This is an optimization exercise on Yosys and OpenROAD, whose aim is small area and a short achievable clock period, not a production implementation.
RTL that was checked went through simulation tests only; none was proved equivalent to the original.
Only the layout flow was run in run 2; the RTL was not checked for function there.

## flow/design.v (module list and top-level ports; edited modules follow where they fit)
// module SRGL: 6694 lines
// module srgl_fa: 4 lines
// module srgl_nor: 3 lines
// module srgl_dec: 18 lines
// module srgl_inv: 3 lines
// module srgl_nand: 3 lines
// module srgl_nor2: 3 lines
// module srgl_andn: 3 lines
// module srgl_orn: 3 lines
// module srgl_aoi: 3 lines
// module srgl_oai: 3 lines
// module srgl_ha: 4 lines
module SRGL(
    input wire clk,
    input wire reset,
    input wire mov,
    input wire signed [31:0] mpu_valor,
    input wire [7:0] letra_base,
    input wire mpu_valid,
    output reg ready,
    output reg [7:0] letra_final
);
  // ...
==> flow/run.sh <==
#!/bin/bash
# synth_recipe.tcl (not shown) runs the flow's synth.tcl, then flattens the netlist and writes it again
# the make line also repeats each setting of config.mk as NAME=value (left out here)
make -C /OpenROAD-flow-scripts/flow DESIGN_CONFIG=/design/flow/config.mk WORK_HOME=/design/flow/orfs CLKGATE_MAP_FILE= SYNTH_SCRIPT=/design/flow/synth_recipe.tcl finish
==> flow/config.mk <==
export PLATFORM = sky130hd
export DESIGN_NAME = SRGL
export DESIGN_NICKNAME = SRGL
export VERILOG_FILES = /design/flow/design.v
export SDC_FILE = /design/flow/constraint.sdc
export NUM_CORES = 4
export LEC_CHECK = 0
export ABC_AREA = 1
export CAP_MARGIN = 20
export CORE_MARGIN = 2
export CORE_UTILIZATION = 65
export CTS_CLUSTER_DIAMETER = 80
export CTS_CLUSTER_SIZE = 30
export PLACE_DENSITY = 0.75
export SLEW_MARGIN = 20
export SYNTH_HIERARCHICAL = 1
export SYNTH_MINIMUM_KEEP_SIZE = 0
==> flow/constraint.sdc <==
create_clock -name core_clock -period 90.0 [get_ports {clk}]
set_input_delay 18.0000 -clock core_clock [delete_from_list [all_inputs] [get_ports {clk}]]
set_output_delay 18.0000 -clock core_clock [all_outputs]
set_load 0.01 [all_outputs]
==> results_tabular.tex, run 1 <==
\begin{tabular}{lr}
\hline
Metric & Value \\
\hline
\multicolumn{2}{l}{\textbf{Run status}} \\
\quad Outcome & timing/DRC/antenna clean \\
\multicolumn{2}{l}{\textbf{Route}} \\
\quad First DRT Iteration DRCs & 2590 \\
\quad Top metal layer carrying routed signals & met4 \\
\quad Routed WL & 111 mm \\
\quad Met2 wire length & 49.5 mm \\
\quad Met3 layer wire length in the routed design & 8.69 mm \\
\multicolumn{2}{l}{\textbf{Setup path}} \\
\quad Crit Reg-Reg Startpoint & acc[20] \\
\quad Crit path DAT & 29.89 ns \\
\quad Reg-to-Reg End & letra\_final[1] \\
\quad Dominant delay contributor by cell family on the critical path & adder cells \\
\quad Most frequent cell on the critical path & fa\_1 \\
\quad Slack of the worst reg-to-reg path & 67.84 ns \\
\multicolumn{2}{l}{\textbf{Worst hold path}} \\
\quad Hold\_sp & sr21[0] \\
\quad Cell count of the worst hold path & 0 \\
\multicolumn{2}{l}{\textbf{Global routing}} \\
\quad Antenna violations before repair & 0 \\
\quad First-pass GRT wire length & 173 mm \\
\quad GR Util met1 & 46.8\% \\
\quad Pin count of the biggest net entering global routing & 166 \\
\multicolumn{2}{l}{\textbf{Placed design}} \\
\quad Placer's final routability congestion estimate & 0.891 \\
\quad Cell Area, Placed & 49200 µm² \\
\multicolumn{2}{l}{\textbf{Cells and area}} \\
\quad Most common cell after layout, fill and taps aside & fa\_1 \\
\quad Sequential cell count & 470 \\
\quad Fraction of area in non-clock buffers & 1.29\% \\
\quad Count of non-CTS inverters in the layout & 256 \\
\quad Net count reported at finish & 5136 \\
\quad Multi-input gate share of the layout cell area & 64.1\% \\
\quad Filler Cell Count & 5064 \\
\multicolumn{2}{l}{\textbf{Clocking}} \\
\quad Clock root buffer & clkbuf\_16 \\
\quad Clock transition at the register clock pins on the worst setup and hold paths after CTS & 0.08 ns \\
\quad Clock Sink Count & 470 \\
\multicolumn{2}{l}{\textbf{Synth}} \\
\quad Post-synth net total & 5052 \\
\multicolumn{2}{l}{\textbf{Die}} \\
\quad Initial Util & 66.0\% \\
\multicolumn{2}{l}{\textbf{Timing}} \\
\quad Final period util & 32.6\% \\
\hline
\end{tabular}
==> run 2, diff against run 1 <==
--- a/flow/design.v
+++ b/flow/design.v
@@ -112,17 +112,32 @@
 wire [15:0] zz;                                   
 wire [13:0] mx = -zz[13:0];
 wire [6:0] mxh = ~zz[15:9] + {6'd0, (zz[8:0] == 9'd0)};   
 wire [7:0] dmax = {hmax[6], hmax} - {mxh[6], mxh};
 wire [7:0] dmin = {mxh[6], mxh} - {hmin[6], hmin};
 wire span_ok = (dmax[7] | ~|dmax[6:4]) & (dmin[7] | ~|dmin[6:4]);    
 wire [1:0] msel = {letra_base[3], letra_base[3] ? letra_base[2] : letra_base[1]};    
 wire [15:0] mf;
-srgl_dec u_dec (.b(letra_base[3:1]), .mf(mf));
+assign mf[0] = letra_base[3] ? 1'b0 : 1'b0;
+assign mf[1] = letra_base[3] ? 1'b0 : ~letra_base[1];
+assign mf[2] = letra_base[3] ? 1'b0 : letra_base[1];
+assign mf[3] = letra_base[3] ? 1'b0 : 1'b1;
+assign mf[4] = letra_base[3] ? ~letra_base[2] : 1'b0;
+assign mf[5] = letra_base[3] ? ~letra_base[2] : ~letra_base[1];
+assign mf[6] = letra_base[3] ? ~letra_base[2] : letra_base[1];
+assign mf[7] = letra_base[3] ? ~letra_base[2] : 1'b1;
+assign mf[8] = letra_base[3] ? letra_base[2] : 1'b0;
+assign mf[9] = letra_base[3] ? letra_base[2] : ~letra_base[1];
+assign mf[10] = letra_base[3] ? letra_base[2] : letra_base[1];
+assign mf[11] = letra_base[3] ? letra_base[2] : 1'b1;
+assign mf[12] = letra_base[3] ? 1'b1 : 1'b0;
+assign mf[13] = letra_base[3] ? 1'b1 : ~letra_base[1];
+assign mf[14] = letra_base[3] ? 1'b1 : letra_base[1];
+assign mf[15] = letra_base[3] ? 1'b1 : 1'b1;
 reg [14:0] qsel;
 always @(*) begin
     case (msel)
         2'd0: qsel = 15'd4525;
         2'd1: qsel = 15'd13522;
         2'd2: qsel = 15'd4505;
         default: qsel = 15'd13493;
     endcase
@@ -6694,34 +6709,16 @@
 endmodule
 module srgl_fa(input wire a, input wire b, input wire c, output wire s, output wire co);
 assign s = a ^ b ^ c;
 assign co = (a & b) | (a & c) | (b & c);
 endmodule
 module srgl_nor(input wire a, input wire b, output wire y);
 assign y = ~(a | b);
 endmodule
-module srgl_dec(input wire [3:1] b, output wire [15:0] mf);
-assign mf[0] = b[3] ? 1'b0 : 1'b0;
-assign mf[1] = b[3] ? 1'b0 : ~b[1];
-assign mf[2] = b[3] ? 1'b0 : b[1];
-assign mf[3] = b[3] ? 1'b0 : 1'b1;
-assign mf[4] = b[3] ? ~b[2] : 1'b0;
-assign mf[5] = b[3] ? ~b[2] : ~b[1];
-assign mf[6] = b[3] ? ~b[2] : b[1];
-assign mf[7] = b[3] ? ~b[2] : 1'b1;
-assign mf[8] = b[3] ? b[2] : 1'b0;
-assign mf[9] = b[3] ? b[2] : ~b[1];
-assign mf[10] = b[3] ? b[2] : b[1];
-assign mf[11] = b[3] ? b[2] : 1'b1;
-assign mf[12] = b[3] ? 1'b1 : 1'b0;
-assign mf[13] = b[3] ? 1'b1 : ~b[1];
-assign mf[14] = b[3] ? 1'b1 : b[1];
-assign mf[15] = b[3] ? 1'b1 : 1'b1;
-endmodule
 module srgl_inv(input wire a, output wire y);
 assign y = ~a;
 endmodule
 module srgl_nand(input wire a, input wire b, output wire y);
 assign y = ~(a & b);
 endmodule
 module srgl_nor2(input wire a, input wire b, output wire y);
 assign y = ~(a | b);
==> flow/config.mk (replaced) <==
export PLATFORM = sky130hd
export DESIGN_NAME = SRGL
export DESIGN_NICKNAME = SRGL
export VERILOG_FILES = /design/flow/design.v
export SDC_FILE = /design/flow/constraint.sdc
export NUM_CORES = 4
export LEC_CHECK = 0
export ABC_AREA = 0
export CAP_MARGIN = 20
export CORE_MARGIN = 2
export CORE_UTILIZATION = 65
export CTS_CLUSTER_DIAMETER = 80
export CTS_CLUSTER_SIZE = 30
export SLEW_MARGIN = 20
export SYNTH_HIERARCHICAL = 1
export SYNTH_MINIMUM_KEEP_SIZE = 0
==> run 2 against run 1 <==
  * Setup slack worse by 1.1 ns
  * Hold slack got worse by 0.034 ns
  * Register-to-register slack lost 1.5 ns
  * Non-clock buffer count increased by 6
  * Via count increased by 1.7%
==> results_tabular.tex, run 2 <==
\begin{tabular}{lr}
\hline
Metric & Value \\
\hline
\multicolumn{2}{l}{\textbf{Setup path}} \\
\quad Slack of the worst reg-to-reg path & 66.39 ns (was 67.84 ns) \\
\quad Crit path DAT & 31.03 ns (was 29.89 ns) \\
\quad CP max FO & 23 (was 26) \\
\quad Cells on worst reg2reg path & 69 (was 73) \\
\quad Crit Reg-Reg Startpoint & acc[20] (unchanged) \\
\quad Worst Setup End Kind & register (unchanged) \\
\quad Most frequent cell on the critical path & fa\_1 (unchanged) \\
\quad Slowest stage cell on the critical path & nor4\_1 (was fa\_1) \\
\quad Category of the worst setup path launch point & primary input (unchanged) \\
\quad Setup CP Type & in -> reg (unchanged) \\
\quad Reg-to-Reg End & letra\_final[2] (was letra\_final[1]) \\
\quad Required time of the worst setup path & 90.55 ns (was 90.51 ns) \\
\quad Critical path's largest stage delay & 0.82 ns (was 0.57 ns) \\
\multicolumn{2}{l}{\textbf{Cells and area}} \\
\quad Most flop-heavy register & acc (unchanged) \\
\quad Net count reported at finish & 5039 (was 5136) \\
\quad Most common cell after layout, fill and taps aside & fa\_1 (unchanged) \\
\quad Fraction of layout cells with a size suffix above 1 & 9.05\% (was 8.14\%) \\
\quad Antenna cells & 0 (unchanged) \\
\quad Flip-flop count of the largest register, all copies and words added & 21 (unchanged) \\
\quad P\&R area growth vs syn & 6.99\% (was 6.63\%) \\
\quad Most used cells in the layout excluding fill and tap cells & fa\_1 (789), nor2\_1 (619), edfxtp\_1 (455) (was fa\_1 (789), nor2\_1 (637), edfxtp\_1 (455)) \\
\quad Multi-input combinational cell area & 32900 µm² (was 32300 µm²) \\
\quad Sequential standard cell area & 14000 µm² (unchanged) \\
\quad Filler Cell Count & 5130 (was 5064) \\
\multicolumn{2}{l}{\textbf{Placed design}} \\
\quad Port buffer count & 36 (unchanged) \\
\quad Half-perimeter wire length of the detailed placement result & 97.7 mm (was 90.1 mm) \\
\quad Placer's final routability congestion estimate & 0.892 (was 0.891) \\
\multicolumn{2}{l}{\textbf{Synth}} \\
\quad Post-synthesis cell type count & 78 \\
\quad Portion of synthesized cell area occupied by the leading cell type & 33.2\% \\
\quad \#FFs+latches synth & 470 \\
\quad Cell taking the most area after synthesis & fa\_1 \\
\quad Leading cell types by total area after synthesis & fa\_1 (33\%), edfxtp\_1 (29\%), ha\_1 (8.0\%) \\
\quad Post-synthesis cell count & 3811 (was 3916) \\
\quad Cell types with the highest counts after synthesis & fa\_1 (789), nor2\_1 (624), edfxtp\_1 (455) \\
\quad Prevailing post-synth register cell & edfxtp\_1 \\
\quad Yosys Warn Count & 7 (unchanged) \\
\quad Number of enable-type register cells in the synthesized netlist & 455 \\
\quad Post-synthesis instance area & 47500 µm² (was 47300 µm²) \\
\quad Mean cell area of the mapped netlist & 12.5 µm² (was 12.1 µm²) \\
\quad Share of the yosys chip area belonging to registers & 29.6\% \\
\quad Most frequent cell after synthesis & fa\_1 \\
\quad Post-synth net total & 4947 (was 5052) \\
\quad Proportion of register bits with asynchronous set or reset after synthesis & 3.19\% \\
\multicolumn{2}{l}{\textbf{Clocking}} \\
\quad Post-CTS Repair Setup Buffers & 0 (unchanged) \\
\quad CTS hold repair buffers & 0 (unchanged) \\
\quad Clock insertion delay at the later pin of the skew report & 0.62 ns (was 0.61 ns) \\
\quad CTS tree & yes (unchanged) \\
\quad Clock transition at the register clock pins on the worst setup and hold paths after CTS & 0.09 ns (was 0.08 ns) \\
\quad Clock Sink Count & 470 (unchanged) \\
\quad Number of buffers added by the clock tree synthesis step & 38 (was 37) \\
\quad Clock root buffer & clkbuf\_16 (unchanged) \\
\quad Quantity of gates resized following cts & 0 (unchanged) \\
\quad Deepest level of the CTS H-tree & 2 (unchanged) \\
\quad Number of buffers on the longest clock path & 3 (unchanged) \\
\multicolumn{2}{l}{\textbf{Route}} \\
\quad Vias after detailed routing & 29200 (was 28700) \\
\quad Remaining antenna violation count & 0 (unchanged) \\
\quad DRC violations left & 0 (unchanged) \\
\quad Average vias per placed instance & 5.98 (was 5.77) \\
\quad Router iterations before antenna repair & 6 (unchanged) \\
\quad Routed WL & 122 mm (was 111 mm) \\
\quad First DRT Iteration DRCs & 2733 (was 2590) \\
\quad Final routed wire length divided by cell count & 25.0 µm (was 22.4 µm) \\
\multicolumn{2}{l}{\textbf{Global routing}} \\
\quad First-pass GRT wire length & 189 mm (was 173 mm) \\
\quad Global-route total usage across every layer & 34.2\% (was 31.3\%) \\
\quad Pin count of the biggest net entering global routing & 187 (was 166) \\
\quad Remaining global-route overflow & 0 (unchanged) \\
\quad Vias in the first global route & 31700 (was 29300) \\
\quad Antenna violations before repair & 0 (unchanged) \\
\multicolumn{2}{l}{\textbf{Die}} \\
\quad Placement row count & 99 (was 98) \\
\quad Vert. Die Dim & 274 µm (about the same) \\
\quad CORE AREA & 72700 µm² (was 71700 µm²) \\
\quad Die area & 75300 µm² (was 75000 µm²) \\
\quad \# IOs & 53 (unchanged) \\
\quad Initial Util & 65.4\% (was 66.0\%) \\
\quad X dimension of the die & 274 µm (about the same) \\
\multicolumn{2}{l}{\textbf{Timing}} \\
\quad Final Max Slew Viols & 0 (unchanged) \\
\quad Worst Tran Pin Value & 1.09 ns (was 1.05 ns) \\
\quad Setup skew after layout & 0.0468 ns (was 0.0336 ns) \\
\quad Fin crit period & 30.47 ns (was 29.38 ns) \\
\quad Final period util & 33.9\% (was 32.6\%) \\
\quad Worst max-slew margin expressed relative to the limit & 27.1\% (was 30.3\%) \\
\quad Unrepaired setup endpoints after global routing & false (unchanged) \\
\quad Max Clock Freq & 0.0328 GHz (was 0.0340 GHz) \\
\quad Aggregate negative setup slack & 0 ns (unchanged) \\
\quad Final count of hold timing violations & 0 (unchanged) \\
\quad Number of endpoints failing setup at the final stage & 0 (unchanged) \\
\multicolumn{2}{l}{\textbf{Worst hold path}} \\
\quad Cell count of the worst hold path & 0 (unchanged) \\
\quad Type of the worst min-delay path & reg -> reg (unchanged) \\
\quad Endpoint, Worst Hold & ready (was sr22[0]) \\
\quad Hold\_sp & buffer\_full (was sr21[0]) \\
\multicolumn{2}{l}{\textbf{Flow run}} \\
\quad Maxcap violations & 0 (unchanged) \\
\multicolumn{2}{l}{\textbf{Run status}} \\
\quad Outcome & timing/DRC/antenna clean (unchanged) \\
\hline
\end{tabular}
==> run 2: how the worst max path moves through the flow <==
stage	start	depth (start not counted)	endpoint	slack, ns
2_1_floorplan	letra_base[3]	39	letra_final[2]	60.58
3_3_place_gp	letra_base[1]	42	letra_final[2]	59.20
3_5_place_dp	letra_base[1]	42	letra_final[2]	58.98
4_1_cts	letra_base[1]	42	letra_final[2]	59.61
5_1_grt	letra_base[2]	40	letra_final[2]	59.01
6_report	letra_base[1]	42	letra_final[2]	59.53
==> run 2: cell type report <==
| class | instances | share of cell area, % |
|---|---|---|
| Tap cell | 959 | 2.36 |
| Clock buffer | 41 | 1.95 |
| Sequential cell | 470 | 27.6 |
| Timing Repair Buffer | 80 | 1.41 |
| Inverter | 166 | 1.25 |
| Clock inverter | 28 | 0.704 |
| Multi-Input combinational cell | 3147 | 64.7 |
==> run 2: routing by layer <==
metal	track usage [%]	routed length [µm]
met1	49.5	51800
met2	54.0	57000
met3	4.90	9270
met4	11.0	4200
met5	0	0
==> run 2: stage by stage <==
| stage | util, % | hold slack (ns) | area [µm²] | instances | setup slack, ns |
|---|---|---|---|---|---|
| detailed placement | 68.0 | 0.414 | 49500 | 4821 | 58.98 |
| global route | 69.9 | 0.444 | 50800 | 4891 | 59.01 |
| CTS | 69.9 | 0.434 | 50800 | 4890 | 59.61 |
| global placement | 68.0 | 0.410 | 49500 | 4821 | 59.20 |
| floorplan | - | 0.387 | 47500 | 3811 | 60.58 |
| finish | 69.9 | 0.429 | 50800 | 4891 | 59.53 |
==> run 2: logic make-up (layout without fill, tap and decap cells) <==
kind of cell / count (synthesis) / in the layout / synth area share (%)
adders and majority gates: 1092 / 1092 / 41.2
and+or+nand+nor: 967 / 967 / 8.84
xor gates and xnor gates: 678 / 678 / 12.6
DFF: 470 / 470 / 29.6
AOI/OAI and AO/OA: 398 / 398 / 5.94
buffers and inverters: 194 / 315 / 1.59
muxes: 11 / 11 / 0.242
other: 1 / 1 / 0.00789
==> run 2: modules after synthesis (local to each module, per instance) <==
module	cells	copies in the design
SRGL	1657	1
srgl_fa	1	772
srgl_andn	1	15
srgl_ha	1	234
srgl_aoi	1	160
srgl_orn	1	25
srgl_oai	1	140
srgl_inv	1	60
srgl_nand	1	159
srgl_nor	1	420
srgl_nor2	1	169
==> run 2: worst max-delay path: cells and delay by family <==
kind                       cells  cell delay, ns
muxes                          1            0.32
buffers and inverters          7            2.54
AOI/OAI and AO/OA             12            2.43
and+or+nand+nor               10            2.36
xor gates and xnor gates       2            0.47
adders and majority gates     10            4.83

## what the ideal ports hide
The flow's constraints put no driver on any port. The routed layouts listed below were extracted and timed again, unchanged, in two steps.
Step 1 assumes that a clkbuf_16 drives the clock port and a buf_2 every other input.
Step 2, shift: input delay + t, output delay - t, t = (earliest + latest rising clock arrival at the registers) / 2. This alone moves slack from input paths to output paths.
Three values: ideal ports, drivers, drivers and shift; two values: the first two.
run	t (ns)	setup WS [ns]	worst setup path at the end
run 1	0.664	60.616 / 60.661 / 59.997	input to register
run 2	0.664	59.528 / 59.549 / 58.884	input to register
After both steps setup and hold are still met in every run listed. The setup slack of run 2, which loses most, moves by +0.021 ns with the drivers and by -0.644 ns with both steps.
